Context: an optimization exercise on an open-source flow, tuned for small area and a short achievable clock period. The choices shown serve that exercise and are no tape-out recipe.
At most, simulation tests tie the RTL to the original design; equivalence was not proved.
Function not checked in run 2: the RTL went through the layout flow alone.
Power is estimated from default activity; no workload was simulated.

## flow/design.v (module list and top-level ports; edited modules follow where they fit)
// module cla32: 3 lines
// module wallace_mul: 950 lines
// module csa_fa: 4 lines
// module csa_ha: 4 lines
module wallace_mul(input [15:0] a, input [15:0] b, output [32:0] out, input clk);
  // ...
==> flow/run.sh <==
#!/bin/bash
# synth_recipe.tcl (not shown) runs the flow's synth.tcl, then flattens the netlist and writes it again
# the make line also repeats each setting of config.mk as NAME=value (left out here)
make -C /OpenROAD-flow-scripts/flow DESIGN_CONFIG=/design/flow/config.mk WORK_HOME=/design/flow/orfs CLKGATE_MAP_FILE= SYNTH_SCRIPT=/design/flow/synth_recipe.tcl finish
==> flow/config.mk <==
export PLATFORM = sky130hd
export DESIGN_NAME = wallace_mul
export DESIGN_NICKNAME = wallace_mul
export VERILOG_FILES = /design/flow/design.v
export SDC_FILE = /design/flow/constraint.sdc
export NUM_CORES = 4
export LEC_CHECK = 0
export CAP_MARGIN = 20
export CORE_MARGIN = 2
export CORE_UTILIZATION = 40
export CTS_BUF_LIST = sky130_fd_sc_hd__clkbuf_16
export CTS_CLUSTER_DIAMETER = 120
export CTS_CLUSTER_SIZE = 28
export PLACE_DENSITY = 0.6
export SETUP_SLACK_MARGIN = 2.6
export SLEW_MARGIN = 20
export SYNTH_HIERARCHICAL = 1
export SYNTH_MINIMUM_KEEP_SIZE = 0
==> flow/constraint.sdc <==
create_clock -name core_clock -period 4.4 [get_ports {clk}]
set_input_delay 0.8800 -clock core_clock [delete_from_list [all_inputs] [get_ports {clk}]]
set_output_delay 0.8800 -clock core_clock [all_outputs]
set_load 0.01 [all_outputs]
==> out/qor.csv, run 1 <==
stage,metric,value,unit
run_status,status,timing/DRC/antenna clean,
layout,bufAreaShareNonClock,0.0424,
floorplanning,start_util,0.403,
global_route,first_global_vias,7863,
layout,final_common_cell,dfxtp_1,
floorplanning,die_area,37200,sq um
critical_path,path_cells,ha_4 -> nand2_2 -> o211a_1 -> or3_4 -> a211oi_2 -> o21ai_1 -> xnor2_1,
floorplanning,die_w,193,microns
synthesis,synth-edff-count,0,
synthesis,async_flop_share,0,
detailed_routing,routedWlPerCell,17.3,microns
sta,finalWorstSetupSlack,2560,ps
sta,tightest_slew,568,ps
synthesis,synthFlopType,dfxtp_1,
layout,nNetsFinal,1307,
synthesis,synth_top_area_frac,0.544,
floorplanning,die_y,193,microns
layout,nNonClkBuffers,83,
min_path,min_from,p6[6]$_DFF_P_,
sta,setup_viol,0,
synthesis,synth_cell_types,47,
sta,fin_crit_sh,0.419,
critical_path,worstPathArrival,2260,ps
layout,design.seq.count,388,
layout,multi_input_area_share,0.396,
min_path,hold_depth,0,
synthesis,netlist_top_cells_area,"dfxtp_1 (54%), fa_1 (16%), xnor2_1 (9.0%)",
clocking,ctsResizeCount,204,
clocking,clockBufferDepth,3,
==> module wallace_mul, before the edit <==
module wallace_mul(input [15:0] a, input [15:0] b, output [32:0] out, input clk);
  reg [15:0] ra1;
  wire [17:0] bx = {2'b00, b};
  wire [16:0] bl = {b, 1'b0};
  wire [7:0] e_neg, e_one, e_two;
  reg [7:0] rneg1;
  reg [7:0] rone1;
  reg [7:0] rtwo1;
  reg rb15_1;
  wire [17:0] ax = {1'b0, ra1, 1'b0};
  wire pp_0_0 = rone1[0] & ax[1];
  wire nc_0 = rneg1[0] & ~pp_0_0;
  wire pp_0_1 = ((rone1[0] & ax[2]) | (rtwo1[0] & ax[1])) ^ rneg1[0];
  wire pp_0_2 = ((rone1[0] & ax[3]) | (rtwo1[0] & ax[2])) ^ rneg1[0];
  wire pp_0_3 = ((rone1[0] & ax[4]) | (rtwo1[0] & ax[3])) ^ rneg1[0];
  wire pp_0_4 = ((rone1[0] & ax[5]) | (rtwo1[0] & ax[4])) ^ rneg1[0];
  wire pp_0_5 = ((rone1[0] & ax[6]) | (rtwo1[0] & ax[5])) ^ rneg1[0];
  wire pp_0_6 = ((rone1[0] & ax[7]) | (rtwo1[0] & ax[6])) ^ rneg1[0];
  wire pp_0_7 = ((rone1[0] & ax[8]) | (rtwo1[0] & ax[7])) ^ rneg1[0];
  wire pp_0_8 = ((rone1[0] & ax[9]) | (rtwo1[0] & ax[8])) ^ rneg1[0];
  wire pp_0_9 = ((rone1[0] & ax[10]) | (rtwo1[0] & ax[9])) ^ rneg1[0];
  wire pp_0_10 = ((rone1[0] & ax[11]) | (rtwo1[0] & ax[10])) ^ rneg1[0];
  wire pp_0_11 = ((rone1[0] & ax[12]) | (rtwo1[0] & ax[11])) ^ rneg1[0];
  wire pp_0_12 = ((rone1[0] & ax[13]) | (rtwo1[0] & ax[12])) ^ rneg1[0];
  wire pp_0_13 = ((rone1[0] & ax[14]) | (rtwo1[0] & ax[13])) ^ rneg1[0];
  wire pp_0_14 = ((rone1[0] & ax[15]) | (rtwo1[0] & ax[14])) ^ rneg1[0];
  wire pp_0_15 = ((rone1[0] & ax[16]) | (rtwo1[0] & ax[15])) ^ rneg1[0];
  wire pp_0_16 = ((rone1[0] & ax[17]) | (rtwo1[0] & ax[16])) ^ rneg1[0];
  wire pp_1_0 = rone1[1] & ax[1];
  wire nc_1 = rneg1[1] & ~pp_1_0;
  wire pp_1_1 = ((rone1[1] & ax[2]) | (rtwo1[1] & ax[1])) ^ rneg1[1];
  wire pp_1_2 = ((rone1[1] & ax[3]) | (rtwo1[1] & ax[2])) ^ rneg1[1];
  wire pp_1_3 = ((rone1[1] & ax[4]) | (rtwo1[1] & ax[3])) ^ rneg1[1];
  wire pp_1_4 = ((rone1[1] & ax[5]) | (rtwo1[1] & ax[4])) ^ rneg1[1];
  wire pp_1_5 = ((rone1[1] & ax[6]) | (rtwo1[1] & ax[5])) ^ rneg1[1];
  wire pp_1_6 = ((rone1[1] & ax[7]) | (rtwo1[1] & ax[6])) ^ rneg1[1];
  wire pp_1_7 = ((rone1[1] & ax[8]) | (rtwo1[1] & ax[7])) ^ rneg1[1];
  wire pp_1_8 = ((rone1[1] & ax[9]) | (rtwo1[1] & ax[8])) ^ rneg1[1];
  wire pp_1_9 = ((rone1[1] & ax[10]) | (rtwo1[1] & ax[9])) ^ rneg1[1];
  wire pp_1_10 = ((rone1[1] & ax[11]) | (rtwo1[1] & ax[10])) ^ rneg1[1];
  wire pp_1_11 = ((rone1[1] & ax[12]) | (rtwo1[1] & ax[11])) ^ rneg1[1];
  wire pp_1_12 = ((rone1[1] & ax[13]) | (rtwo1[1] & ax[12])) ^ rneg1[1];
  wire pp_1_13 = ((rone1[1] & ax[14]) | (rtwo1[1] & ax[13])) ^ rneg1[1];
  wire pp_1_14 = ((rone1[1] & ax[15]) | (rtwo1[1] & ax[14])) ^ rneg1[1];
  wire pp_1_15 = ((rone1[1] & ax[16]) | (rtwo1[1] & ax[15])) ^ rneg1[1];
  wire pp_1_16 = ((rone1[1] & ax[17]) | (rtwo1[1] & ax[16])) ^ rneg1[1];
  wire pp_2_0 = rone1[2] & ax[1];
  wire nc_2 = rneg1[2] & ~pp_2_0;
  wire pp_2_1 = ((rone1[2] & ax[2]) | (rtwo1[2] & ax[1])) ^ rneg1[2];
  wire pp_2_2 = ((rone1[2] & ax[3]) | (rtwo1[2] & ax[2])) ^ rneg1[2];
  wire pp_2_3 = ((rone1[2] & ax[4]) | (rtwo1[2] & ax[3])) ^ rneg1[2];
  wire pp_2_4 = ((rone1[2] & ax[5]) | (rtwo1[2] & ax[4])) ^ rneg1[2];
  wire pp_2_5 = ((rone1[2] & ax[6]) | (rtwo1[2] & ax[5])) ^ rneg1[2];
  wire pp_2_6 = ((rone1[2] & ax[7]) | (rtwo1[2] & ax[6])) ^ rneg1[2];
  wire pp_2_7 = ((rone1[2] & ax[8]) | (rtwo1[2] & ax[7])) ^ rneg1[2];
  wire pp_2_8 = ((rone1[2] & ax[9]) | (rtwo1[2] & ax[8])) ^ rneg1[2];
  wire pp_2_9 = ((rone1[2] & ax[10]) | (rtwo1[2] & ax[9])) ^ rneg1[2];
  wire pp_2_10 = ((rone1[2] & ax[11]) | (rtwo1[2] & ax[10])) ^ rneg1[2];
  wire pp_2_11 = ((rone1[2] & ax[12]) | (rtwo1[2] & ax[11])) ^ rneg1[2];
  wire pp_2_12 = ((rone1[2] & ax[13]) | (rtwo1[2] & ax[12])) ^ rneg1[2];
  wire pp_2_13 = ((rone1[2] & ax[14]) | (rtwo1[2] & ax[13])) ^ rneg1[2];
  wire pp_2_14 = ((rone1[2] & ax[15]) | (rtwo1[2] & ax[14])) ^ rneg1[2];
  wire pp_2_15 = ((rone1[2] & ax[16]) | (rtwo1[2] & ax[15])) ^ rneg1[2];
  wire pp_2_16 = ((rone1[2] & ax[17]) | (rtwo1[2] & ax[16])) ^ rneg1[2];
  wire pp_3_0 = rone1[3] & ax[1];
  wire nc_3 = rneg1[3] & ~pp_3_0;
  wire pp_3_1 = ((rone1[3] & ax[2]) | (rtwo1[3] & ax[1])) ^ rneg1[3];
  wire pp_3_2 = ((rone1[3] & ax[3]) | (rtwo1[3] & ax[2])) ^ rneg1[3];
  wire pp_3_3 = ((rone1[3] & ax[4]) | (rtwo1[3] & ax[3])) ^ rneg1[3];
  wire pp_3_4 = ((rone1[3] & ax[5]) | (rtwo1[3] & ax[4])) ^ rneg1[3];
  wire pp_3_5 = ((rone1[3] & ax[6]) | (rtwo1[3] & ax[5])) ^ rneg1[3];
  wire pp_3_6 = ((rone1[3] & ax[7]) | (rtwo1[3] & ax[6])) ^ rneg1[3];
  wire pp_3_7 = ((rone1[3] & ax[8]) | (rtwo1[3] & ax[7])) ^ rneg1[3];
  wire pp_3_8 = ((rone1[3] & ax[9]) | (rtwo1[3] & ax[8])) ^ rneg1[3];
  wire pp_3_9 = ((rone1[3] & ax[10]) | (rtwo1[3] & ax[9])) ^ rneg1[3];
  wire pp_3_10 = ((rone1[3] & ax[11]) | (rtwo1[3] & ax[10])) ^ rneg1[3];
  wire pp_3_11 = ((rone1[3] & ax[12]) | (rtwo1[3] & ax[11])) ^ rneg1[3];
  wire pp_3_12 = ((rone1[3] & ax[13]) | (rtwo1[3] & ax[12])) ^ rneg1[3];
  wire pp_3_13 = ((rone1[3] & ax[14]) | (rtwo1[3] & ax[13])) ^ rneg1[3];
  wire pp_3_14 = ((rone1[3] & ax[15]) | (rtwo1[3] & ax[14])) ^ rneg1[3];
  wire pp_3_15 = ((rone1[3] & ax[16]) | (rtwo1[3] & ax[15])) ^ rneg1[3];
  wire pp_3_16 = ((rone1[3] & ax[17]) | (rtwo1[3] & ax[16])) ^ rneg1[3];
  wire pp_4_0 = rone1[4] & ax[1];
  wire nc_4 = rneg1[4] & ~pp_4_0;
  wire pp_4_1 = ((rone1[4] & ax[2]) | (rtwo1[4] & ax[1])) ^ rneg1[4];
  wire pp_4_2 = ((rone1[4] & ax[3]) | (rtwo1[4] & ax[2])) ^ rneg1[4];
  wire pp_4_3 = ((rone1[4] & ax[4]) | (rtwo1[4] & ax[3])) ^ rneg1[4];
  wire pp_4_4 = ((rone1[4] & ax[5]) | (rtwo1[4] & ax[4])) ^ rneg1[4];
  wire pp_4_5 = ((rone1[4] & ax[6]) | (rtwo1[4] & ax[5])) ^ rneg1[4];
  wire pp_4_6 = ((rone1[4] & ax[7]) | (rtwo1[4] & ax[6])) ^ rneg1[4];
  wire pp_4_7 = ((rone1[4] & ax[8]) | (rtwo1[4] & ax[7])) ^ rneg1[4];
  wire pp_4_8 = ((rone1[4] & ax[9]) | (rtwo1[4] & ax[8])) ^ rneg1[4];
  wire pp_4_9 = ((rone1[4] & ax[10]) | (rtwo1[4] & ax[9])) ^ rneg1[4];
  wire pp_4_10 = ((rone1[4] & ax[11]) | (rtwo1[4] & ax[10])) ^ rneg1[4];
  wire pp_4_11 = ((rone1[4] & ax[12]) | (rtwo1[4] & ax[11])) ^ rneg1[4];
  wire pp_4_12 = ((rone1[4] & ax[13]) | (rtwo1[4] & ax[12])) ^ rneg1[4];
  wire pp_4_13 = ((rone1[4] & ax[14]) | (rtwo1[4] & ax[13])) ^ rneg1[4];
  wire pp_4_14 = ((rone1[4] & ax[15]) | (rtwo1[4] & ax[14])) ^ rneg1[4];
  wire pp_4_15 = ((rone1[4] & ax[16]) | (rtwo1[4] & ax[15])) ^ rneg1[4];
  wire pp_4_16 = ((rone1[4] & ax[17]) | (rtwo1[4] & ax[16])) ^ rneg1[4];
  wire pp_5_0 = rone1[5] & ax[1];
  wire nc_5 = rneg1[5] & ~pp_5_0;
  wire pp_5_1 = ((rone1[5] & ax[2]) | (rtwo1[5] & ax[1])) ^ rneg1[5];
  wire pp_5_2 = ((rone1[5] & ax[3]) | (rtwo1[5] & ax[2])) ^ rneg1[5];
  wire pp_5_3 = ((rone1[5] & ax[4]) | (rtwo1[5] & ax[3])) ^ rneg1[5];
  wire pp_5_4 = ((rone1[5] & ax[5]) | (rtwo1[5] & ax[4])) ^ rneg1[5];
  wire pp_5_5 = ((rone1[5] & ax[6]) | (rtwo1[5] & ax[5])) ^ rneg1[5];
  wire pp_5_6 = ((rone1[5] & ax[7]) | (rtwo1[5] & ax[6])) ^ rneg1[5];
  wire pp_5_7 = ((rone1[5] & ax[8]) | (rtwo1[5] & ax[7])) ^ rneg1[5];
  wire pp_5_8 = ((rone1[5] & ax[9]) | (rtwo1[5] & ax[8])) ^ rneg1[5];
  wire pp_5_9 = ((rone1[5] & ax[10]) | (rtwo1[5] & ax[9])) ^ rneg1[5];
  wire pp_5_10 = ((rone1[5] & ax[11]) | (rtwo1[5] & ax[10])) ^ rneg1[5];
  wire pp_5_11 = ((rone1[5] & ax[12]) | (rtwo1[5] & ax[11])) ^ rneg1[5];
  wire pp_5_12 = ((rone1[5] & ax[13]) | (rtwo1[5] & ax[12])) ^ rneg1[5];
  wire pp_5_13 = ((rone1[5] & ax[14]) | (rtwo1[5] & ax[13])) ^ rneg1[5];
  wire pp_5_14 = ((rone1[5] & ax[15]) | (rtwo1[5] & ax[14])) ^ rneg1[5];
  wire pp_5_15 = ((rone1[5] & ax[16]) | (rtwo1[5] & ax[15])) ^ rneg1[5];
  wire pp_5_16 = ((rone1[5] & ax[17]) | (rtwo1[5] & ax[16])) ^ rneg1[5];
  wire pp_6_0 = rone1[6] & ax[1];
  wire nc_6 = rneg1[6] & ~pp_6_0;
  wire pp_6_1 = ((rone1[6] & ax[2]) | (rtwo1[6] & ax[1])) ^ rneg1[6];
  wire pp_6_2 = ((rone1[6] & ax[3]) | (rtwo1[6] & ax[2])) ^ rneg1[6];
  wire pp_6_3 = ((rone1[6] & ax[4]) | (rtwo1[6] & ax[3])) ^ rneg1[6];
  wire pp_6_4 = ((rone1[6] & ax[5]) | (rtwo1[6] & ax[4])) ^ rneg1[6];
  wire pp_6_5 = ((rone1[6] & ax[6]) | (rtwo1[6] & ax[5])) ^ rneg1[6];
  wire pp_6_6 = ((rone1[6] & ax[7]) | (rtwo1[6] & ax[6])) ^ rneg1[6];
  wire pp_6_7 = ((rone1[6] & ax[8]) | (rtwo1[6] & ax[7])) ^ rneg1[6];
  wire pp_6_8 = ((rone1[6] & ax[9]) | (rtwo1[6] & ax[8])) ^ rneg1[6];
  wire pp_6_9 = ((rone1[6] & ax[10]) | (rtwo1[6] & ax[9])) ^ rneg1[6];
  wire pp_6_10 = ((rone1[6] & ax[11]) | (rtwo1[6] & ax[10])) ^ rneg1[6];
  wire pp_6_11 = ((rone1[6] & ax[12]) | (rtwo1[6] & ax[11])) ^ rneg1[6];
  wire pp_6_12 = ((rone1[6] & ax[13]) | (rtwo1[6] & ax[12])) ^ rneg1[6];
  wire pp_6_13 = ((rone1[6] & ax[14]) | (rtwo1[6] & ax[13])) ^ rneg1[6];
  wire pp_6_14 = ((rone1[6] & ax[15]) | (rtwo1[6] & ax[14])) ^ rneg1[6];
  wire pp_6_15 = ((rone1[6] & ax[16]) | (rtwo1[6] & ax[15])) ^ rneg1[6];
  wire pp_6_16 = ((rone1[6] & ax[17]) | (rtwo1[6] & ax[16])) ^ rneg1[6];
  wire pp_7_0 = rone1[7] & ax[1];
  wire nc_7 = rneg1[7] & ~pp_7_0;
  wire pp_7_1 = ((rone1[7] & ax[2]) | (rtwo1[7] & ax[1])) ^ rneg1[7];
  wire pp_7_2 = ((rone1[7] & ax[3]) | (rtwo1[7] & ax[2])) ^ rneg1[7];
  wire pp_7_3 = ((rone1[7] & ax[4]) | (rtwo1[7] & ax[3])) ^ rneg1[7];
  wire pp_7_4 = ((rone1[7] & ax[5]) | (rtwo1[7] & ax[4])) ^ rneg1[7];
  wire pp_7_5 = ((rone1[7] & ax[6]) | (rtwo1[7] & ax[5])) ^ rneg1[7];
  wire pp_7_6 = ((rone1[7] & ax[7]) | (rtwo1[7] & ax[6])) ^ rneg1[7];
  wire pp_7_7 = ((rone1[7] & ax[8]) | (rtwo1[7] & ax[7])) ^ rneg1[7];
  wire pp_7_8 = ((rone1[7] & ax[9]) | (rtwo1[7] & ax[8])) ^ rneg1[7];
  wire pp_7_9 = ((rone1[7] & ax[10]) | (rtwo1[7] & ax[9])) ^ rneg1[7];
  wire pp_7_10 = ((rone1[7] & ax[11]) | (rtwo1[7] & ax[10])) ^ rneg1[7];
  wire pp_7_11 = ((rone1[7] & ax[12]) | (rtwo1[7] & ax[11])) ^ rneg1[7];
  wire pp_7_12 = ((rone1[7] & ax[13]) | (rtwo1[7] & ax[12])) ^ rneg1[7];
  wire pp_7_13 = ((rone1[7] & ax[14]) | (rtwo1[7] & ax[13])) ^ rneg1[7];
  wire pp_7_14 = ((rone1[7] & ax[15]) | (rtwo1[7] & ax[14])) ^ rneg1[7];
  wire pp_7_15 = ((rone1[7] & ax[16]) | (rtwo1[7] & ax[15])) ^ rneg1[7];
  wire pp_7_16 = ((rone1[7] & ax[17]) | (rtwo1[7] & ax[16])) ^ rneg1[7];
  wire pp_8_0 = ra1[0] & rb15_1;
  wire pp_8_1 = ra1[1] & rb15_1;
  wire pp_8_2 = ra1[2] & rb15_1;
  wire pp_8_3 = ra1[3] & rb15_1;
  wire pp_8_4 = ra1[4] & rb15_1;
  wire pp_8_5 = ra1[5] & rb15_1;
  wire pp_8_6 = ra1[6] & rb15_1;
  wire pp_8_7 = ra1[7] & rb15_1;
  wire pp_8_8 = ra1[8] & rb15_1;
  wire pp_8_9 = ra1[9] & rb15_1;
  wire pp_8_10 = ra1[10] & rb15_1;
  wire pp_8_11 = ra1[11] & rb15_1;
  wire pp_8_12 = ra1[12] & rb15_1;
  wire pp_8_13 = ra1[13] & rb15_1;
  wire pp_8_14 = ra1[14] & rb15_1;
  wire pp_8_15 = ra1[15] & rb15_1;
  wire s1, c1;
  wire s2, c2;
  wire s3, c3;
  wire s4, c4;
  wire s5, c5;
  wire s6, c6;
  wire s7, c7;
  wire s8, c8;
  wire s9, c9;
  wire s10, c10;
  wire s11, c11;
  wire s12, c12;
  wire s13, c13;
  wire s14, c14;
  wire s15, c15;
  wire s16, c16;
  wire s17, c17;
  wire s18, c18;
  wire s19, c19;
  wire s20, c20;
  wire s21, c21;
  wire s22, c22;
  wire s23, c23;
  wire s24, c24;
  wire s25, c25;
  wire s26, c26;
  wire s27, c27;
  wire s28, c28;
  wire s29, c29;
  wire s30, c30;
  wire s31, c31;
  wire s32, c32;
  wire s33, c33;
  wire s34, c34;
  wire s35, c35;
  wire s36, c36;
  wire s37, c37;
  wire s38, c38;
  wire s39, c39;
  wire s40, c40;
  wire s41, c41;
  wire s42, c42;
  wire s43, c43;
  wire s44, c44;
  wire s45, c45;
  wire s46, c46;
  wire s47, c47;
  wire s48, c48;
  wire s49, c49;
  wire s50, c50;
  reg q2_pp_0_0;
  reg q2_nc_0;
  reg q2_pp_0_1;
  reg q2_pp_0_2;
  reg q2_pp_1_0;
  reg q2_s1;
  reg q2_c1;
  reg q2_s2;
  reg q2_c2;
  reg q2_s3;
  reg q2_pp_2_1;
  reg q2_c3;
  reg q2_s4;
  reg q2_pp_3_0;
  reg q2_c4;
  reg q2_s5;
  reg q2_nc_3;
  reg q2_pp_3_1;
  reg q2_c5;
  reg q2_s6;
  reg q2_pp_3_2;
  reg q2_pp_4_0;
  reg q2_c6;
  reg q2_s7;
  reg q2_s8;
  reg q2_c7;
  reg q2_c8;
  reg q2_s9;
  reg q2_s10;
  reg q2_c9;
  reg q2_c10;
  reg q2_s11;
  reg q2_s12;
  reg q2_pp_5_1;
  reg q2_c11;
  reg q2_c12;
  reg q2_s13;
  reg q2_s14;
  reg q2_pp_6_0;
  reg q2_c13;
  reg q2_c14;
  reg q2_s15;
  reg q2_s16;
  reg q2_nc_6;
  reg q2_pp_6_1;
  reg q2_c15;
  reg q2_c16;
  reg q2_s17;
  reg q2_s18;
  reg q2_pp_6_2;
  reg q2_pp_7_0;
  reg q2_c17;
  reg q2_c18;
  reg q2_s19;
  reg q2_s20;
  reg q2_s21;
  reg q2_c19;
  reg q2_c20;
  reg q2_c21;
  reg q2_s22;
  reg q2_s23;
  reg q2_s24;
  reg q2_c22;
  reg q2_c23;
  reg q2_c24;
  reg q2_s25;
  reg q2_s26;
  reg q2_s27;
  reg q2_c25;
  reg q2_c26;
  reg q2_c27;
  reg q2_s28;
  reg q2_s29;
  reg q2_s30;
  reg q2_c28;
  reg q2_c29;
  reg q2_c30;
  reg q2_s31;
  reg q2_s32;
  reg q2_s33;
  reg q2_c31;
  reg q2_c32;
  reg q2_c33;
  reg q2_s34;
  reg q2_s35;
  reg q2_s36;
  reg q2_c34;
  reg q2_c35;
  reg q2_c36;
  reg q2_s37;
  reg q2_s38;
  reg q2_pp_8_5;
  reg q2_c37;
  reg q2_c38;
  reg q2_s39;
  reg q2_s40;
  reg q2_pp_8_6;
  reg q2_c39;
  reg q2_c40;
  reg q2_s41;
  reg q2_s42;
  reg q2_c41;
  reg q2_c42;
  reg q2_s43;
  reg q2_s44;
  reg q2_c43;
  reg q2_c44;
  reg q2_s45;
  reg q2_pp_7_11;
  reg q2_pp_8_9;
  reg q2_c45;
  reg q2_s46;
  reg q2_pp_7_12;
  reg q2_pp_8_10;
  reg q2_c46;
  reg q2_s47;
  reg q2_pp_8_11;
  reg q2_c47;
  reg q2_s48;
  reg q2_pp_8_12;
  reg q2_c48;
  reg q2_s49;
  reg q2_c49;
  reg q2_s50;
  reg q2_c50;
  reg q2_nrneg1_7;
  reg q2_pp_8_15;
  wire s51, c51;
  wire s52, c52;
  wire s53, c53;
  wire s54, c54;
  wire s55, c55;
  wire s56, c56;
  wire s57, c57;
  wire s58, c58;
  wire s59, c59;
  wire s60, c60;
  wire s61, c61;
  wire s62, c62;
  wire s63, c63;
  wire s64, c64;
  wire s65, c65;
  wire s66, c66;
  wire s67, c67;
  wire s68, c68;
  wire s69, c69;
  wire s70, c70;
  wire s71, c71;
  wire s72, c72;
  wire s73, c73;
  wire s74, c74;
  wire s75, c75;
  wire s76, c76;
  wire s77, c77;
  wire s78, c78;
  wire s79, c79;
  wire s80, c80;
  wire s81, c81;
  wire s82, c82;
  wire s83, c83;
  wire s84, c84;
  wire s85, c85;
  wire s86, c86;
  wire s87, c87;
  wire s88, c88;
  wire s89, c89;
  wire s90, c90;
  wire s91, c91;
  wire s92, c92;
  wire s93, c93;
  wire s94, c94;
  wire s95, c95;
  wire s96, c96;
  wire s97, c97;
  wire s98, c98;
  wire s99, c99;
  wire s100, c100;
  wire s101, c101;
  wire s102, c102;
  wire s103, c103;
  wire s104, c104;
  wire s105, c105;
  reg q3_q2_pp_0_0;
  reg q3_q2_nc_0;
  reg q3_q2_pp_0_1;
  reg q3_q2_pp_0_2;
  reg q3_q2_pp_1_0;
  reg q3_q2_s1;
  reg q3_q2_c1;
  reg q3_q2_s2;
  reg q3_s51;
  reg q3_c51;
  reg q3_s52;
  reg q3_s86;
  reg q3_c86;
  reg q3_s87;
  reg q3_c87;
  reg q3_c54;
  reg q3_s55;
  reg q3_s88;
  reg q3_c88;
  reg q3_s89;
  reg q3_q2_pp_5_1;
  reg q3_c89;
  reg q3_s90;
  reg q3_q2_pp_6_0;
  reg q3_c90;
  reg q3_s91;
  reg q3_c91;
  reg q3_s92;
  reg q3_s62;
  reg q3_c92;
  reg q3_s93;
  reg q3_s64;
  reg q3_c93;
  reg q3_s94;
  reg q3_s66;
  reg q3_c94;
  reg q3_s95;
  reg q3_s68;
  reg q3_c95;
  reg q3_s96;
  reg q3_s70;
  reg q3_c96;
  reg q3_s97;
  reg q3_s72;
  reg q3_c97;
  reg q3_s98;
  reg q3_s74;
  reg q3_c98;
  reg q3_s99;
  reg q3_s76;
  reg q3_c99;
  reg q3_s100;
  reg q3_s78;
  reg q3_c100;
  reg q3_s101;
  reg q3_q2_s42;
  reg q3_c101;
  reg q3_s102;
  reg q3_c102;
  reg q3_s103;
  reg q3_q2_pp_8_9;
  reg q3_c103;
  reg q3_s104;
  reg q3_c104;
  reg q3_c82;
  reg q3_s83;
  reg q3_c83;
  reg q3_s84;
  reg q3_s105;
  reg q3_c105;
  reg q3_q2_c49;
  reg q3_q2_s50;
  reg q3_s85;
  wire s106, c106;
  wire s107, c107;
  wire s108, c108;
  wire s109, c109;
  wire s110, c110;
  wire s111, c111;
  wire s112, c112;
  wire s113, c113;
  wire s114, c114;
  wire s115, c115;
  wire s116, c116;
  wire s117, c117;
  wire s118, c118;
  wire s119, c119;
  wire s120, c120;
  wire s121, c121;
  wire s122, c122;
  wire s123, c123;
  wire s124, c124;
  wire s125, c125;
  wire [11:0] lx = {s107, c106, s106, q3_c86, q3_s86, q3_c51, q3_s51, q3_q2_c1, q3_q2_s1, q3_q2_pp_0_2, q3_q2_nc_0, q3_q2_pp_0_0};
  wire [11:0] ly = {1'b0, q3_s88, 1'b0, q3_s87, 1'b0, q3_s52, 1'b0, q3_q2_s2, 1'b0, q3_q2_pp_1_0, q3_q2_pp_0_1, 1'b0};
  wire [12:0] lsum = lx + ly;
  reg [12:0] lo4;
  reg q4_c107;
  reg q4_s108;
  reg q4_c108;
  reg q4_s109;
  reg q4_c109;
  reg q4_s110;
  reg q4_c110;
  reg q4_s111;
  reg q4_c111;
  reg q4_s112;
  reg q4_c112;
  reg q4_s113;
  reg q4_c113;
  reg q4_s114;
  reg q4_c114;
  reg q4_s115;
  reg q4_c115;
  reg q4_s116;
  reg q4_c116;
  reg q4_s117;
  reg q4_c117;
  reg q4_s118;
  reg q4_c118;
  reg q4_s119;
  reg q4_c119;
  reg q4_s120;
  reg q4_c120;
  reg q4_s121;
  reg q4_c121;
  reg q4_s122;
  reg q4_c122;
  reg q4_s123;
  reg q4_c123;
  reg q4_s124;
  reg q4_c124;
  reg q4_q3_s105;
  reg q4_s125;
  reg q4_c125;
  reg q4_q3_s85;
  wire [19:0] hx = {q4_c125, q4_s125, q4_c124, q4_c123, q4_c122, q4_c121, q4_c120, q4_c119, q4_c118, q4_c117, q4_c116, q4_c115, q4_c114, q4_c113, q4_c112, q4_c111, q4_c110, q4_c109, q4_c108, q4_c107};
  wire [19:0] hy = {q4_q3_s85, 1'b0, q4_q3_s105, q4_s124, q4_s123, q4_s122, q4_s121, q4_s120, q4_s119, q4_s118, q4_s117, q4_s116, q4_s115, q4_s114, q4_s113, q4_s112, q4_s111, q4_s110, q4_s109, q4_s108};
  wire [20:0] hsum = {hx, lo4[12]} + {hy, lo4[12]};
  wire [32:0] fs = {1'b0, hsum[20:1], lo4[11:0]};
  reg [31:0] p5;
  reg [31:0] p6;
  reg [31:0] p7;
  always @(posedge clk) ra1 <= a;
  assign e_neg[0] = bx[1];
  assign e_one[0] = bx[0] ^ bl[0];
  assign e_two[0] = (bx[1] & ~bx[0] & ~bl[0]) | (~bx[1] & bx[0] & bl[0]);
  assign e_neg[1] = bx[3];
  assign e_one[1] = bx[2] ^ bl[2];
  assign e_two[1] = (bx[3] & ~bx[2] & ~bl[2]) | (~bx[3] & bx[2] & bl[2]);
  assign e_neg[2] = bx[5];
  assign e_one[2] = bx[4] ^ bl[4];
  assign e_two[2] = (bx[5] & ~bx[4] & ~bl[4]) | (~bx[5] & bx[4] & bl[4]);
  assign e_neg[3] = bx[7];
  assign e_one[3] = bx[6] ^ bl[6];
  assign e_two[3] = (bx[7] & ~bx[6] & ~bl[6]) | (~bx[7] & bx[6] & bl[6]);
  assign e_neg[4] = bx[9];
  assign e_one[4] = bx[8] ^ bl[8];
  assign e_two[4] = (bx[9] & ~bx[8] & ~bl[8]) | (~bx[9] & bx[8] & bl[8]);
  assign e_neg[5] = bx[11];
  assign e_one[5] = bx[10] ^ bl[10];
  assign e_two[5] = (bx[11] & ~bx[10] & ~bl[10]) | (~bx[11] & bx[10] & bl[10]);
  assign e_neg[6] = bx[13];
  assign e_one[6] = bx[12] ^ bl[12];
  assign e_two[6] = (bx[13] & ~bx[12] & ~bl[12]) | (~bx[13] & bx[12] & bl[12]);
  assign e_neg[7] = bx[15];
  assign e_one[7] = bx[14] ^ bl[14];
  assign e_two[7] = (bx[15] & ~bx[14] & ~bl[14]) | (~bx[15] & bx[14] & bl[14]);
  always @(posedge clk) rneg1 <= e_neg;
  always @(posedge clk) rone1 <= e_one;
  always @(posedge clk) rtwo1 <= e_two;
  always @(posedge clk) rb15_1 <= b[15];
  csa_fa u_s1(.x(pp_0_3), .y(nc_1), .z(pp_1_1), .s(s1), .c(c1));
  csa_fa u_s2(.x(pp_0_4), .y(pp_1_2), .z(pp_2_0), .s(s2), .c(c2));
  csa_fa u_s3(.x(pp_0_5), .y(pp_1_3), .z(nc_2), .s(s3), .c(c3));
  csa_fa u_s4(.x(pp_0_6), .y(pp_1_4), .z(pp_2_2), .s(s4), .c(c4));
  csa_fa u_s5(.x(pp_0_7), .y(pp_1_5), .z(pp_2_3), .s(s5), .c(c5));
  csa_fa u_s6(.x(pp_0_8), .y(pp_1_6), .z(pp_2_4), .s(s6), .c(c6));
  csa_fa u_s7(.x(pp_0_9), .y(pp_1_7), .z(pp_2_5), .s(s7), .c(c7));
  csa_fa u_s8(.x(pp_3_3), .y(nc_4), .z(pp_4_1), .s(s8), .c(c8));
  csa_fa u_s9(.x(pp_0_10), .y(pp_1_8), .z(pp_2_6), .s(s9), .c(c9));
  csa_fa u_s10(.x(pp_3_4), .y(pp_4_2), .z(pp_5_0), .s(s10), .c(c10));
  csa_fa u_s11(.x(pp_0_11), .y(pp_1_9), .z(pp_2_7), .s(s11), .c(c11));
  csa_fa u_s12(.x(pp_3_5), .y(pp_4_3), .z(nc_5), .s(s12), .c(c12));
  csa_fa u_s13(.x(pp_0_12), .y(pp_1_10), .z(pp_2_8), .s(s13), .c(c13));
  csa_fa u_s14(.x(pp_3_6), .y(pp_4_4), .z(pp_5_2), .s(s14), .c(c14));
  csa_fa u_s15(.x(pp_0_13), .y(pp_1_11), .z(pp_2_9), .s(s15), .c(c15));
  csa_fa u_s16(.x(pp_3_7), .y(pp_4_5), .z(pp_5_3), .s(s16), .c(c16));
  csa_fa u_s17(.x(pp_0_14), .y(pp_1_12), .z(pp_2_10), .s(s17), .c(c17));
  csa_fa u_s18(.x(pp_3_8), .y(pp_4_6), .z(pp_5_4), .s(s18), .c(c18));
  csa_fa u_s19(.x(pp_0_15), .y(pp_1_13), .z(pp_2_11), .s(s19), .c(c19));
  csa_fa u_s20(.x(pp_3_9), .y(pp_4_7), .z(pp_5_5), .s(s20), .c(c20));
  csa_fa u_s21(.x(pp_6_3), .y(nc_7), .z(pp_7_1), .s(s21), .c(c21));
  csa_fa u_s22(.x(pp_0_16), .y(pp_1_14), .z(pp_2_12), .s(s22), .c(c22));
  csa_fa u_s23(.x(pp_3_10), .y(pp_4_8), .z(pp_5_6), .s(s23), .c(c23));
  csa_fa u_s24(.x(pp_6_4), .y(pp_7_2), .z(pp_8_0), .s(s24), .c(c24));
  csa_fa u_s25(.x(rneg1[0]), .y(pp_1_15), .z(pp_2_13), .s(s25), .c(c25));
  csa_fa u_s26(.x(pp_3_11), .y(pp_4_9), .z(pp_5_7), .s(s26), .c(c26));
  csa_fa u_s27(.x(pp_6_5), .y(pp_7_3), .z(pp_8_1), .s(s27), .c(c27));
  csa_fa u_s28(.x(rneg1[0]), .y(pp_1_16), .z(pp_2_14), .s(s28), .c(c28));
  csa_fa u_s29(.x(pp_3_12), .y(pp_4_10), .z(pp_5_8), .s(s29), .c(c29));
  csa_fa u_s30(.x(pp_6_6), .y(pp_7_4), .z(pp_8_2), .s(s30), .c(c30));
  csa_fa u_s31(.x(~rneg1[0]), .y(~rneg1[1]), .z(pp_2_15), .s(s31), .c(c31));
  csa_fa u_s32(.x(pp_3_13), .y(pp_4_11), .z(pp_5_9), .s(s32), .c(c32));
  csa_fa u_s33(.x(pp_6_7), .y(pp_7_5), .z(pp_8_3), .s(s33), .c(c33));
  assign s34 = ~(pp_2_16 ^ pp_3_14);
  assign c34 = pp_2_16 | pp_3_14;
  csa_fa u_s35(.x(pp_4_12), .y(pp_5_10), .z(pp_6_8), .s(s35), .c(c35));
  csa_ha u_s36(.x(pp_7_6), .y(pp_8_4), .s(s36), .c(c36));
  csa_fa u_s37(.x(~rneg1[2]), .y(pp_3_15), .z(pp_4_13), .s(s37), .c(c37));
  csa_fa u_s38(.x(pp_5_11), .y(pp_6_9), .z(pp_7_7), .s(s38), .c(c38));
  assign s39 = ~(pp_3_16 ^ pp_4_14);
  assign c39 = pp_3_16 | pp_4_14;
  csa_fa u_s40(.x(pp_5_12), .y(pp_6_10), .z(pp_7_8), .s(s40), .c(c40));
  csa_fa u_s41(.x(~rneg1[3]), .y(pp_4_15), .z(pp_5_13), .s(s41), .c(c41));
  csa_fa u_s42(.x(pp_6_11), .y(pp_7_9), .z(pp_8_7), .s(s42), .c(c42));
  assign s43 = ~(pp_4_16 ^ pp_5_14);
  assign c43 = pp_4_16 | pp_5_14;
  csa_fa u_s44(.x(pp_6_12), .y(pp_7_10), .z(pp_8_8), .s(s44), .c(c44));
  csa_fa u_s45(.x(~rneg1[4]), .y(pp_5_15), .z(pp_6_13), .s(s45), .c(c45));
  assign s46 = ~(pp_5_16 ^ pp_6_14);
  assign c46 = pp_5_16 | pp_6_14;
  csa_fa u_s47(.x(~rneg1[5]), .y(pp_6_15), .z(pp_7_13), .s(s47), .c(c47));
  assign s48 = ~(pp_6_16 ^ pp_7_14);
  assign c48 = pp_6_16 | pp_7_14;
  csa_fa u_s49(.x(~rneg1[6]), .y(pp_7_15), .z(pp_8_13), .s(s49), .c(c49));
  assign s50 = ~(pp_7_16 ^ pp_8_14);
  assign c50 = pp_7_16 | pp_8_14;
  always @(posedge clk) q2_pp_0_0 <= pp_0_0;
  always @(posedge clk) q2_nc_0 <= nc_0;
  always @(posedge clk) q2_pp_0_1 <= pp_0_1;
  always @(posedge clk) q2_pp_0_2 <= pp_0_2;
  always @(posedge clk) q2_pp_1_0 <= pp_1_0;
  always @(posedge clk) q2_s1 <= s1;
  always @(posedge clk) q2_c1 <= c1;
  always @(posedge clk) q2_s2 <= s2;
  always @(posedge clk) q2_c2 <= c2;
  always @(posedge clk) q2_s3 <= s3;
  always @(posedge clk) q2_pp_2_1 <= pp_2_1;
  always @(posedge clk) q2_c3 <= c3;
  always @(posedge clk) q2_s4 <= s4;
  always @(posedge clk) q2_pp_3_0 <= pp_3_0;
  always @(posedge clk) q2_c4 <= c4;
  always @(posedge clk) q2_s5 <= s5;
  always @(posedge clk) q2_nc_3 <= nc_3;
  always @(posedge clk) q2_pp_3_1 <= pp_3_1;
  always @(posedge clk) q2_c5 <= c5;
  always @(posedge clk) q2_s6 <= s6;
  always @(posedge clk) q2_pp_3_2 <= pp_3_2;
  always @(posedge clk) q2_pp_4_0 <= pp_4_0;
  always @(posedge clk) q2_c6 <= c6;
  always @(posedge clk) q2_s7 <= s7;
  always @(posedge clk) q2_s8 <= s8;
  always @(posedge clk) q2_c7 <= c7;
  always @(posedge clk) q2_c8 <= c8;
  always @(posedge clk) q2_s9 <= s9;
  always @(posedge clk) q2_s10 <= s10;
  always @(posedge clk) q2_c9 <= c9;
  always @(posedge clk) q2_c10 <= c10;
  always @(posedge clk) q2_s11 <= s11;
  always @(posedge clk) q2_s12 <= s12;
  always @(posedge clk) q2_pp_5_1 <= pp_5_1;
  always @(posedge clk) q2_c11 <= c11;
  always @(posedge clk) q2_c12 <= c12;
  always @(posedge clk) q2_s13 <= s13;
  always @(posedge clk) q2_s14 <= s14;
  always @(posedge clk) q2_pp_6_0 <= pp_6_0;
  always @(posedge clk) q2_c13 <= c13;
  always @(posedge clk) q2_c14 <= c14;
  always @(posedge clk) q2_s15 <= s15;
  always @(posedge clk) q2_s16 <= s16;
  always @(posedge clk) q2_nc_6 <= nc_6;
  always @(posedge clk) q2_pp_6_1 <= pp_6_1;
  always @(posedge clk) q2_c15 <= c15;
  always @(posedge clk) q2_c16 <= c16;
  always @(posedge clk) q2_s17 <= s17;
  always @(posedge clk) q2_s18 <= s18;
  always @(posedge clk) q2_pp_6_2 <= pp_6_2;
  always @(posedge clk) q2_pp_7_0 <= pp_7_0;
  always @(posedge clk) q2_c17 <= c17;
  always @(posedge clk) q2_c18 <= c18;
  always @(posedge clk) q2_s19 <= s19;
  always @(posedge clk) q2_s20 <= s20;
  always @(posedge clk) q2_s21 <= s21;
  always @(posedge clk) q2_c19 <= c19;
  always @(posedge clk) q2_c20 <= c20;
  always @(posedge clk) q2_c21 <= c21;
  always @(posedge clk) q2_s22 <= s22;
  always @(posedge clk) q2_s23 <= s23;
  always @(posedge clk) q2_s24 <= s24;
  always @(posedge clk) q2_c22 <= c22;
  always @(posedge clk) q2_c23 <= c23;
  always @(posedge clk) q2_c24 <= c24;
  always @(posedge clk) q2_s25 <= s25;
  always @(posedge clk) q2_s26 <= s26;
  always @(posedge clk) q2_s27 <= s27;
  always @(posedge clk) q2_c25 <= c25;
  always @(posedge clk) q2_c26 <= c26;
  always @(posedge clk) q2_c27 <= c27;
  always @(posedge clk) q2_s28 <= s28;
  always @(posedge clk) q2_s29 <= s29;
  always @(posedge clk) q2_s30 <= s30;
  always @(posedge clk) q2_c28 <= c28;
  always @(posedge clk) q2_c29 <= c29;
  always @(posedge clk) q2_c30 <= c30;
  always @(posedge clk) q2_s31 <= s31;
  always @(posedge clk) q2_s32 <= s32;
  always @(posedge clk) q2_s33 <= s33;
  always @(posedge clk) q2_c31 <= c31;
  always @(posedge clk) q2_c32 <= c32;
  always @(posedge clk) q2_c33 <= c33;
  always @(posedge clk) q2_s34 <= s34;
  always @(posedge clk) q2_s35 <= s35;
  always @(posedge clk) q2_s36 <= s36;
  always @(posedge clk) q2_c34 <= c34;
  always @(posedge clk) q2_c35 <= c35;
  always @(posedge clk) q2_c36 <= c36;
  always @(posedge clk) q2_s37 <= s37;
  always @(posedge clk) q2_s38 <= s38;
  always @(posedge clk) q2_pp_8_5 <= pp_8_5;
  always @(posedge clk) q2_c37 <= c37;
  always @(posedge clk) q2_c38 <= c38;
  always @(posedge clk) q2_s39 <= s39;
  always @(posedge clk) q2_s40 <= s40;
  always @(posedge clk) q2_pp_8_6 <= pp_8_6;
  always @(posedge clk) q2_c39 <= c39;
  always @(posedge clk) q2_c40 <= c40;
  always @(posedge clk) q2_s41 <= s41;
  always @(posedge clk) q2_s42 <= s42;
  always @(posedge clk) q2_c41 <= c41;
  always @(posedge clk) q2_c42 <= c42;
  always @(posedge clk) q2_s43 <= s43;
  always @(posedge clk) q2_s44 <= s44;
  always @(posedge clk) q2_c43 <= c43;
  always @(posedge clk) q2_c44 <= c44;
  always @(posedge clk) q2_s45 <= s45;
  always @(posedge clk) q2_pp_7_11 <= pp_7_11;
  always @(posedge clk) q2_pp_8_9 <= pp_8_9;
  always @(posedge clk) q2_c45 <= c45;
  always @(posedge clk) q2_s46 <= s46;
  always @(posedge clk) q2_pp_7_12 <= pp_7_12;
  always @(posedge clk) q2_pp_8_10 <= pp_8_10;
  always @(posedge clk) q2_c46 <= c46;
  always @(posedge clk) q2_s47 <= s47;
  always @(posedge clk) q2_pp_8_11 <= pp_8_11;
  always @(posedge clk) q2_c47 <= c47;
  always @(posedge clk) q2_s48 <= s48;
  always @(posedge clk) q2_pp_8_12 <= pp_8_12;
  always @(posedge clk) q2_c48 <= c48;
  always @(posedge clk) q2_s49 <= s49;
  always @(posedge clk) q2_c49 <= c49;
  always @(posedge clk) q2_s50 <= s50;
  always @(posedge clk) q2_c50 <= c50;
  always @(posedge clk) q2_nrneg1_7 <= ~rneg1[7];
  always @(posedge clk) q2_pp_8_15 <= pp_8_15;
  csa_fa u_s51(.x(q2_c2), .y(q2_s3), .z(q2_pp_2_1), .s(s51), .c(c51));
  csa_fa u_s52(.x(q2_c3), .y(q2_s4), .z(q2_pp_3_0), .s(s52), .c(c52));
  csa_fa u_s53(.x(q2_c4), .y(q2_s5), .z(q2_nc_3), .s(s53), .c(c53));
  csa_fa u_s54(.x(q2_c5), .y(q2_s6), .z(q2_pp_3_2), .s(s54), .c(c54));
  csa_fa u_s55(.x(q2_c6), .y(q2_s7), .z(q2_s8), .s(s55), .c(c55));
  csa_fa u_s56(.x(q2_c7), .y(q2_c8), .z(q2_s9), .s(s56), .c(c56));
  csa_fa u_s57(.x(q2_c9), .y(q2_c10), .z(q2_s11), .s(s57), .c(c57));
  csa_fa u_s58(.x(q2_c11), .y(q2_c12), .z(q2_s13), .s(s58), .c(c58));
  csa_fa u_s59(.x(q2_c13), .y(q2_c14), .z(q2_s15), .s(s59), .c(c59));
  csa_fa u_s60(.x(q2_s16), .y(q2_nc_6), .z(q2_pp_6_1), .s(s60), .c(c60));
  csa_fa u_s61(.x(q2_c15), .y(q2_c16), .z(q2_s17), .s(s61), .c(c61));
  csa_fa u_s62(.x(q2_s18), .y(q2_pp_6_2), .z(q2_pp_7_0), .s(s62), .c(c62));
  csa_fa u_s63(.x(q2_c17), .y(q2_c18), .z(q2_s19), .s(s63), .c(c63));
  csa_ha u_s64(.x(q2_s20), .y(q2_s21), .s(s64), .c(c64));
  csa_fa u_s65(.x(q2_c19), .y(q2_c20), .z(q2_c21), .s(s65), .c(c65));
  csa_fa u_s66(.x(q2_s22), .y(q2_s23), .z(q2_s24), .s(s66), .c(c66));
  csa_fa u_s67(.x(q2_c22), .y(q2_c23), .z(q2_c24), .s(s67), .c(c67));
  csa_fa u_s68(.x(q2_s25), .y(q2_s26), .z(q2_s27), .s(s68), .c(c68));
  csa_fa u_s69(.x(q2_c25), .y(q2_c26), .z(q2_c27), .s(s69), .c(c69));
  csa_fa u_s70(.x(q2_s28), .y(q2_s29), .z(q2_s30), .s(s70), .c(c70));
  csa_fa u_s71(.x(q2_c28), .y(q2_c29), .z(q2_c30), .s(s71), .c(c71));
  csa_fa u_s72(.x(q2_s31), .y(q2_s32), .z(q2_s33), .s(s72), .c(c72));
  csa_fa u_s73(.x(q2_c31), .y(q2_c32), .z(q2_c33), .s(s73), .c(c73));
  csa_fa u_s74(.x(q2_s34), .y(q2_s35), .z(q2_s36), .s(s74), .c(c74));
  csa_fa u_s75(.x(q2_c34), .y(q2_c35), .z(q2_c36), .s(s75), .c(c75));
  csa_fa u_s76(.x(q2_s37), .y(q2_s38), .z(q2_pp_8_5), .s(s76), .c(c76));
  csa_fa u_s77(.x(q2_c37), .y(q2_c38), .z(q2_s39), .s(s77), .c(c77));
  csa_ha u_s78(.x(q2_s40), .y(q2_pp_8_6), .s(s78), .c(c78));
  csa_fa u_s79(.x(q2_c39), .y(q2_c40), .z(q2_s41), .s(s79), .c(c79));
  csa_fa u_s80(.x(q2_c41), .y(q2_c42), .z(q2_s43), .s(s80), .c(c80));
  csa_fa u_s81(.x(q2_c43), .y(q2_c44), .z(q2_s45), .s(s81), .c(c81));
  csa_fa u_s82(.x(q2_c45), .y(q2_s46), .z(q2_pp_7_12), .s(s82), .c(c82));
  csa_fa u_s83(.x(q2_c46), .y(q2_s47), .z(q2_pp_8_11), .s(s83), .c(c83));
  csa_fa u_s84(.x(q2_c47), .y(q2_s48), .z(q2_pp_8_12), .s(s84), .c(c84));
  csa_fa u_s85(.x(q2_c50), .y(q2_nrneg1_7), .z(q2_pp_8_15), .s(s85), .c(c85));
  csa_fa u_s86(.x(c52), .y(s53), .z(q2_pp_3_1), .s(s86), .c(c86));
  csa_fa u_s87(.x(c53), .y(s54), .z(q2_pp_4_0), .s(s87), .c(c87));
  csa_fa u_s88(.x(c55), .y(s56), .z(q2_s10), .s(s88), .c(c88));
  csa_fa u_s89(.x(c56), .y(s57), .z(q2_s12), .s(s89), .c(c89));
  csa_fa u_s90(.x(c57), .y(s58), .z(q2_s14), .s(s90), .c(c90));
  csa_fa u_s91(.x(c58), .y(s59), .z(s60), .s(s91), .c(c91));
  csa_fa u_s92(.x(c59), .y(c60), .z(s61), .s(s92), .c(c92));
  csa_fa u_s93(.x(c61), .y(c62), .z(s63), .s(s93), .c(c93));
  csa_fa u_s94(.x(c63), .y(c64), .z(s65), .s(s94), .c(c94));
  csa_fa u_s95(.x(c65), .y(c66), .z(s67), .s(s95), .c(c95));
  csa_fa u_s96(.x(c67), .y(c68), .z(s69), .s(s96), .c(c96));
  csa_fa u_s97(.x(c69), .y(c70), .z(s71), .s(s97), .c(c97));
  csa_fa u_s98(.x(c71), .y(c72), .z(s73), .s(s98), .c(c98));
  csa_fa u_s99(.x(c73), .y(c74), .z(s75), .s(s99), .c(c99));
  csa_fa u_s100(.x(c75), .y(c76), .z(s77), .s(s100), .c(c100));
  csa_fa u_s101(.x(c77), .y(c78), .z(s79), .s(s101), .c(c101));
  csa_fa u_s102(.x(c79), .y(s80), .z(q2_s44), .s(s102), .c(c102));
  csa_fa u_s103(.x(c80), .y(s81), .z(q2_pp_7_11), .s(s103), .c(c103));
  csa_fa u_s104(.x(c81), .y(s82), .z(q2_pp_8_10), .s(s104), .c(c104));
  csa_fa u_s105(.x(c84), .y(q2_c48), .z(q2_s49), .s(s105), .c(c105));
  always @(posedge clk) q3_q2_pp_0_0 <= q2_pp_0_0;
  always @(posedge clk) q3_q2_nc_0 <= q2_nc_0;
  always @(posedge clk) q3_q2_pp_0_1 <= q2_pp_0_1;
  always @(posedge clk) q3_q2_pp_0_2 <= q2_pp_0_2;
  always @(posedge clk) q3_q2_pp_1_0 <= q2_pp_1_0;
  always @(posedge clk) q3_q2_s1 <= q2_s1;
  always @(posedge clk) q3_q2_c1 <= q2_c1;
  always @(posedge clk) q3_q2_s2 <= q2_s2;
  always @(posedge clk) q3_s51 <= s51;
  always @(posedge clk) q3_c51 <= c51;
  always @(posedge clk) q3_s52 <= s52;
  always @(posedge clk) q3_s86 <= s86;
  always @(posedge clk) q3_c86 <= c86;
  always @(posedge clk) q3_s87 <= s87;
  always @(posedge clk) q3_c87 <= c87;
  always @(posedge clk) q3_c54 <= c54;
  always @(posedge clk) q3_s55 <= s55;
  always @(posedge clk) q3_s88 <= s88;
  always @(posedge clk) q3_c88 <= c88;
  always @(posedge clk) q3_s89 <= s89;
  always @(posedge clk) q3_q2_pp_5_1 <= q2_pp_5_1;
  always @(posedge clk) q3_c89 <= c89;
  always @(posedge clk) q3_s90 <= s90;
  always @(posedge clk) q3_q2_pp_6_0 <= q2_pp_6_0;
  always @(posedge clk) q3_c90 <= c90;
  always @(posedge clk) q3_s91 <= s91;
  always @(posedge clk) q3_c91 <= c91;
  always @(posedge clk) q3_s92 <= s92;
  always @(posedge clk) q3_s62 <= s62;
  always @(posedge clk) q3_c92 <= c92;
  always @(posedge clk) q3_s93 <= s93;
  always @(posedge clk) q3_s64 <= s64;
  always @(posedge clk) q3_c93 <= c93;
  always @(posedge clk) q3_s94 <= s94;
  always @(posedge clk) q3_s66 <= s66;
  always @(posedge clk) q3_c94 <= c94;
  always @(posedge clk) q3_s95 <= s95;
  always @(posedge clk) q3_s68 <= s68;
  always @(posedge clk) q3_c95 <= c95;
  always @(posedge clk) q3_s96 <= s96;
  always @(posedge clk) q3_s70 <= s70;
  always @(posedge clk) q3_c96 <= c96;
  always @(posedge clk) q3_s97 <= s97;
  always @(posedge clk) q3_s72 <= s72;
  always @(posedge clk) q3_c97 <= c97;
  always @(posedge clk) q3_s98 <= s98;
  always @(posedge clk) q3_s74 <= s74;
  always @(posedge clk) q3_c98 <= c98;
  always @(posedge clk) q3_s99 <= s99;
  always @(posedge clk) q3_s76 <= s76;
  always @(posedge clk) q3_c99 <= c99;
  always @(posedge clk) q3_s100 <= s100;
  always @(posedge clk) q3_s78 <= s78;
  always @(posedge clk) q3_c100 <= c100;
  always @(posedge clk) q3_s101 <= s101;
  always @(posedge clk) q3_q2_s42 <= q2_s42;
  always @(posedge clk) q3_c101 <= c101;
  always @(posedge clk) q3_s102 <= s102;
  always @(posedge clk) q3_c102 <= c102;
  always @(posedge clk) q3_s103 <= s103;
  always @(posedge clk) q3_q2_pp_8_9 <= q2_pp_8_9;
  always @(posedge clk) q3_c103 <= c103;
  always @(posedge clk) q3_s104 <= s104;
  always @(posedge clk) q3_c104 <= c104;
  always @(posedge clk) q3_c82 <= c82;
  always @(posedge clk) q3_s83 <= s83;
  always @(posedge clk) q3_c83 <= c83;
  always @(posedge clk) q3_s84 <= s84;
  always @(posedge clk) q3_s105 <= s105;
  always @(posedge clk) q3_c105 <= c105;
  always @(posedge clk) q3_q2_c49 <= q2_c49;
  always @(posedge clk) q3_q2_s50 <= q2_s50;
  always @(posedge clk) q3_s85 <= s85;
  csa_fa u_s106(.x(q3_c87), .y(q3_c54), .z(q3_s55), .s(s106), .c(c106));
  csa_fa u_s107(.x(q3_c88), .y(q3_s89), .z(q3_q2_pp_5_1), .s(s107), .c(c107));
  csa_fa u_s108(.x(q3_c89), .y(q3_s90), .z(q3_q2_pp_6_0), .s(s108), .c(c108));
  csa_ha u_s109(.x(q3_c90), .y(q3_s91), .s(s109), .c(c109));
  csa_fa u_s110(.x(q3_c91), .y(q3_s92), .z(q3_s62), .s(s110), .c(c110));
  csa_fa u_s111(.x(q3_c92), .y(q3_s93), .z(q3_s64), .s(s111), .c(c111));
  csa_fa u_s112(.x(q3_c93), .y(q3_s94), .z(q3_s66), .s(s112), .c(c112));
  csa_fa u_s113(.x(q3_c94), .y(q3_s95), .z(q3_s68), .s(s113), .c(c113));
  csa_fa u_s114(.x(q3_c95), .y(q3_s96), .z(q3_s70), .s(s114), .c(c114));
  csa_fa u_s115(.x(q3_c96), .y(q3_s97), .z(q3_s72), .s(s115), .c(c115));
  csa_fa u_s116(.x(q3_c97), .y(q3_s98), .z(q3_s74), .s(s116), .c(c116));
  csa_fa u_s117(.x(q3_c98), .y(q3_s99), .z(q3_s76), .s(s117), .c(c117));
  csa_fa u_s118(.x(q3_c99), .y(q3_s100), .z(q3_s78), .s(s118), .c(c118));
  csa_fa u_s119(.x(q3_c100), .y(q3_s101), .z(q3_q2_s42), .s(s119), .c(c119));
  csa_ha u_s120(.x(q3_c101), .y(q3_s102), .s(s120), .c(c120));
  csa_fa u_s121(.x(q3_c102), .y(q3_s103), .z(q3_q2_pp_8_9), .s(s121), .c(c121));
  csa_ha u_s122(.x(q3_c103), .y(q3_s104), .s(s122), .c(c122));
  csa_fa u_s123(.x(q3_c104), .y(q3_c82), .z(q3_s83), .s(s123), .c(c123));
  csa_ha u_s124(.x(q3_c83), .y(q3_s84), .s(s124), .c(c124));
  csa_fa u_s125(.x(q3_c105), .y(q3_q2_c49), .z(q3_q2_s50), .s(s125), .c(c125));
  always @(posedge clk) lo4 <= lsum;
  always @(posedge clk) q4_c107 <= c107;
  always @(posedge clk) q4_s108 <= s108;
  always @(posedge clk) q4_c108 <= c108;
  always @(posedge clk) q4_s109 <= s109;
  always @(posedge clk) q4_c109 <= c109;
  always @(posedge clk) q4_s110 <= s110;
  always @(posedge clk) q4_c110 <= c110;
  always @(posedge clk) q4_s111 <= s111;
  always @(posedge clk) q4_c111 <= c111;
  always @(posedge clk) q4_s112 <= s112;
  always @(posedge clk) q4_c112 <= c112;
  always @(posedge clk) q4_s113 <= s113;
  always @(posedge clk) q4_c113 <= c113;
  always @(posedge clk) q4_s114 <= s114;
  always @(posedge clk) q4_c114 <= c114;
  always @(posedge clk) q4_s115 <= s115;
  always @(posedge clk) q4_c115 <= c115;
  always @(posedge clk) q4_s116 <= s116;
  always @(posedge clk) q4_c116 <= c116;
  always @(posedge clk) q4_s117 <= s117;
  always @(posedge clk) q4_c117 <= c117;
  always @(posedge clk) q4_s118 <= s118;
  always @(posedge clk) q4_c118 <= c118;
  always @(posedge clk) q4_s119 <= s119;
  always @(posedge clk) q4_c119 <= c119;
  always @(posedge clk) q4_s120 <= s120;
  always @(posedge clk) q4_c120 <= c120;
  always @(posedge clk) q4_s121 <= s121;
  always @(posedge clk) q4_c121 <= c121;
  always @(posedge clk) q4_s122 <= s122;
  always @(posedge clk) q4_c122 <= c122;
  always @(posedge clk) q4_s123 <= s123;
  always @(posedge clk) q4_c123 <= c123;
  always @(posedge clk) q4_s124 <= s124;
  always @(posedge clk) q4_c124 <= c124;
  always @(posedge clk) q4_q3_s105 <= q3_s105;
  always @(posedge clk) q4_s125 <= s125;
  always @(posedge clk) q4_c125 <= c125;
  always @(posedge clk) q4_q3_s85 <= q3_s85;
  always @(posedge clk) p5 <= fs[31:0];
  always @(posedge clk) p6 <= p5;
  always @(posedge clk) p7 <= p6;
  assign out = {1'b0, p7};
endmodule
==> inputs of run 2 (changes only) <==
--- a/flow/design.v
+++ b/flow/design.v
@@ -498,8 +498,6 @@
   wire s125, c125;
-  wire [11:0] lx = {s107, c106, s106, q3_c86, q3_s86, q3_c51, q3_s51, q3_q2_c1, q3_q2_s1, q3_q2_pp_0_2, q3_q2_nc_0, q3_q2_pp_0_0};
-  wire [11:0] ly = {1'b0, q3_s88, 1'b0, q3_s87, 1'b0, q3_s52, 1'b0, q3_q2_s2, 1'b0, q3_q2_pp_1_0, q3_q2_pp_0_1, 1'b0};
-  wire [12:0] lsum = lx + ly;
-  reg [12:0] lo4;
-  reg q4_c107;
-  reg q4_s108;
+  wire [12:0] lx = {c107, s107, c106, s106, q3_c86, q3_s86, q3_c51, q3_s51, q3_q2_c1, q3_q2_s1, q3_q2_pp_0_2, q3_q2_nc_0, q3_q2_pp_0_0};
+  wire [12:0] ly = {s108, 1'b0, q3_s88, 1'b0, q3_s87, 1'b0, q3_s52, 1'b0, q3_q2_s2, 1'b0, q3_q2_pp_1_0, q3_q2_pp_0_1, 1'b0};
+  wire [13:0] lsum = lx + ly;
+  reg [13:0] lo4;
   reg q4_c108;
@@ -541,6 +539,6 @@
   reg q4_q3_s85;
-  wire [19:0] hx = {q4_c125, q4_s125, q4_c124, q4_c123, q4_c122, q4_c121, q4_c120, q4_c119, q4_c118, q4_c117, q4_c116, q4_c115, q4_c114, q4_c113, q4_c112, q4_c111, q4_c110, q4_c109, q4_c108, q4_c107};
-  wire [19:0] hy = {q4_q3_s85, 1'b0, q4_q3_s105, q4_s124, q4_s123, q4_s122, q4_s121, q4_s120, q4_s119, q4_s118, q4_s117, q4_s116, q4_s115, q4_s114, q4_s113, q4_s112, q4_s111, q4_s110, q4_s109, q4_s108};
-  wire [20:0] hsum = {hx, lo4[12]} + {hy, lo4[12]};
-  wire [32:0] fs = {1'b0, hsum[20:1], lo4[11:0]};
+  wire [18:0] hx = {q4_c125, q4_s125, q4_c124, q4_c123, q4_c122, q4_c121, q4_c120, q4_c119, q4_c118, q4_c117, q4_c116, q4_c115, q4_c114, q4_c113, q4_c112, q4_c111, q4_c110, q4_c109, q4_c108};
+  wire [18:0] hy = {q4_q3_s85, 1'b0, q4_q3_s105, q4_s124, q4_s123, q4_s122, q4_s121, q4_s120, q4_s119, q4_s118, q4_s117, q4_s116, q4_s115, q4_s114, q4_s113, q4_s112, q4_s111, q4_s110, q4_s109};
+  wire [19:0] hsum = {hx, lo4[13]} + {hy, lo4[13]};
+  wire [32:0] fs = {1'b0, hsum[19:1], lo4[12:0]};
   reg [31:0] p5;
@@ -909,4 +907,2 @@
   always @(posedge clk) lo4 <= lsum;
-  always @(posedge clk) q4_c107 <= c107;
-  always @(posedge clk) q4_s108 <= s108;
   always @(posedge clk) q4_c108 <= c108;
--- a/flow/config.mk
+++ b/flow/config.mk
@@ -11,6 +11,6 @@
 export CTS_BUF_LIST = sky130_fd_sc_hd__clkbuf_16
-export CTS_CLUSTER_DIAMETER = 120
-export CTS_CLUSTER_SIZE = 28
+export CTS_CLUSTER_DIAMETER = 80
+export CTS_CLUSTER_SIZE = 30
 export PLACE_DENSITY = 0.6
-export SETUP_SLACK_MARGIN = 2.6
+export SETUP_SLACK_MARGIN = 2.5
 export SLEW_MARGIN = 20
==> run 2 against run 1 <==
Net effect: non-clock buffer count fell by 5; sequential share of layout area is 0.30 points lower; flip-flop and latch count decreased by 1; core utilization grew 0.12 points; routed wire length up 0.32%.
==> out/qor.csv, run 2 <==
stage,metric,value,unit,change
layout,final_util,0.454,,was 0.452
sta,slew_viol_final,0,,unchanged
synthesis,synth_cell_types,47,,unchanged
global_route,grt_pass1_wl,43.5,mm,was 43.3 mm
place,placed_area,15200,sq um,about the same
layout,final_cell_mix,"dfxtp_1 (335), xnor2_1 (145), a22oi_1 (120)",,"was dfxtp_1 (329), xnor2_1 (147), a22oi_1 (120)"
power_and_ir_drop,p_leak,6.26,nW,was 6.16 nW
clocking,cts.sinks,387,,was 388
detailed_routing,first_pass_iters,5,,unchanged
clocking,cts-buffers-inserted,19,,was 17
sta,finalWorstSetupSlack,2540,ps,was 2560 ps
synthesis,synthFlopType,dfxtp_1,,unchanged
synthesis,synth_top_area_frac,0.542,,was 0.544
global_route,globalRoute.busiestLayer,met2,,unchanged
global_route,grtUsageTotal,0.150,,about the same
detailed_routing,vias,7739,,was 7663
critical_path,path_cells,a22oi_1 -> xnor2_1 -> fa_1,,was ha_4 -> nand2_2 -> o211a_1 -> or3_4 -> a211oi_2 -> o21ai_1 -> xnor2_1
clocking,clk-insertion-delay-late,530,ps,about the same
synthesis,synthMostInstantiatedCell,dfxtp_1,,unchanged
synthesis,synthesis.nets,1300,,was 1292
clocking,cts_tree,built,,unchanged
synthesis,async_flop_share,0,,unchanged
synthesis,netlist_top_cells_area,"dfxtp_1 (54%), fa_1 (16%), xnor2_1 (8.9%)",,"was dfxtp_1 (54%), fa_1 (16%), xnor2_1 (9.0%)"
synthesis,ys.warnings.count,7,,unchanged
critical_path,crit_type,reg -> reg,,unchanged
synthesis,synth_cells,1116,,was 1108
detailed_routing,drt_iter0_drc,514,,was 509
global_route,grt_use_met2,0.231,,was 0.241
global_route,first_global_vias,7929,,was 7863
detailed_routing,drc,0,,unchanged
layout,drive_gt1_frac,0.145,,was 0.159
layout,diodes,0,,unchanged
floorplanning,core_area,35400,sq um,unchanged
layout,final_common_cell,dfxtp_1,,unchanged
clocking,clk_pin_slew,110,ps,was 100 ps
place,dp_hpwl,19.1,mm,was 18.7 mm
global_route,antenna_found_initial,0,,was 1
critical_path,max_stage_delay,780,ps,was 370 ps
detailed_routing,routedWlPerCell,17.2,microns,was 17.3 microns
layout,area_delta_synth_final,12.2,%,about the same
floorplanning,start_util,0.404,,was 0.403
floorplanning,die_y,193,microns,about the same
synthesis,synthTopCellsByCount,"dfxtp_1 (387), xnor2_1 (145), a22oi_1 (120)",,"was dfxtp_1 (388), xnor2_1 (147), a22oi_1 (120)"
run_status,status,timing/DRC/antenna clean,,unchanged
clocking,clockBufferDepth,3,,unchanged
place,portBuffers,64,,unchanged
critical_path,worstPathArrival,2240,ps,was 2260 ps
synthesis,yosysSeqAreaShare,0.542,,was 0.544
layout,nNetsFinal,1313,,was 1307
global_route,grt_util_met3,0.0295,,was 0.0249
detailed_routing,routed_wl,27.5,mm,was 27.4 mm
floorplanning,die_area,37300,sq um,was 37200 sq um
synthesis,yosysTopAreaCell,dfxtp_1,,unchanged
clocking,root_buffer,clkbuf_16,,unchanged
sta,finalSetupTns,0,ps,unchanged
sta,fin_skew,23.9,ps,was 18.6 ps
sta,slew_headroom,0.540,,was 0.621
job,drv_cap,0,,unchanged
clocking,htreeDepth,1,,unchanged
clocking,ctsHoldBuffers,0,,unchanged
sta,tightest_slew,689,ps,was 568 ps
place,place_congestion,0.847,,was 0.837
power_and_ir_drop,p_per_area,713,nW/um^2,was 706 nW/um^2
floorplanning,die_w,193,microns,about the same
detailed_routing,vias_per_cell,4.84,,about the same
global_route,gr-total-overflow,0,,unchanged
synthesis,synth-edff-count,0,,unchanged
critical_path,end_kind,flop,,unchanged
sta,fin_crit_sh,0.423,,was 0.419
sta,setup_viol,0,,unchanged
critical_path,cp.required,4780,ps,was 4810 ps
run 2: cell types whose count changed in the layout (fill, tap and decap cells not counted), moves of 6 or more:
cell	change
a21o_1	+9
dfxtp_1	+6
dfxtp_2	-7
ha_1	+6
run 2: cell families (layout without fill, tap and decap cells):
| logic type | count (synthesis) | in the layout | synth area share |
|---|---|---|---|
| flip-flops | 387 | 387 | 0.542 |
| AO/OA/AOI/OAI | 194 | 194 | 0.0966 |
| XOR/XNOR | 161 | 161 | 0.0986 |
| adder cells (fa/ha/maj) | 151 | 151 | 0.192 |
| buffers and inverters | 116 | 137 | 0.0315 |
| AND/OR/NAND/NOR | 106 | 106 | 0.0397 |
| other | 1 | 1 | 0.000262 |
run 2: layout make-up:
cell class	instances	area, sq um
Fill cell	3219	19300
Tap cell	461	577
Multi-Input combinational cell	613	6340
Clock inverter	10	133
Inverter	30	113
Clock buffer	19	475
Timing Repair Buffer	78	611
Sequential cell	387	7810
run 2: worst paths after layout:
path	start	to	slack (ps)	cells after the start
worst max-delay path	rtwo1[3]$_DFF_P_	q2_s14$_DFF_P_	2540	3
worst min-delay path	q2_pp_0_1$_DFF_P_	q3_q2_pp_0_1$_DFF_P_	320	0
worst max register to register	rtwo1[3]$_DFF_P_	q2_s14$_DFF_P_	2540	3
worst min register to register	q2_pp_0_1$_DFF_P_	q3_q2_pp_0_1$_DFF_P_	320	0
run 2: modules after synthesis (local to each module, per instance):
module / flops+latches / cells inside
csa_fa: 0 / 1
csa_ha: 0 / 1
wallace_mul: 387 / 997
run 2: routing by layer:
| layer | wire length, microns | vias up |
|---|---|---|
| met2 | 12200 | 215 |
| met1 | 13100 | 3786 |
| met5 | 0 | - |
| li1 | - | 3699 |
| met4 | 643 | 0 |
| met3 | 1620 | 39 |
run 2: timing repair:
action                                  CTS  global route
pin swaps                                12            15
setup buffers                             6             4
gates resized for setup                 168            58
endpoints found under the setup margin   83            66
run 2: power breakdown:
group	switching (mW)	internal, mW	total, mW
registers	0.664	4.90	5.56
clock network	1.13	0.897	2.03
logic	1.95	1.90	3.85
total	3.75	7.69	11.4
run 2: stage by stage:
stage / instances / hold WS [ps]
3_3_place_gp: 1559 / 311
6_report: 1598 / 320
2_1_floorplan: 1116 / 310
3_5_place_dp: 1559 / 312
4_1_cts: 1594 / 323
5_1_grt: 1598 / 329

Setup slack of run 2, layout unchanged: 2.538 ns with ideal ports, 2.503 ns with driving cells assumed (clock clkbuf_16, inputs buf_2), 2.538 ns with port delays also shifted by the 0.567 ns mid clock arrival.
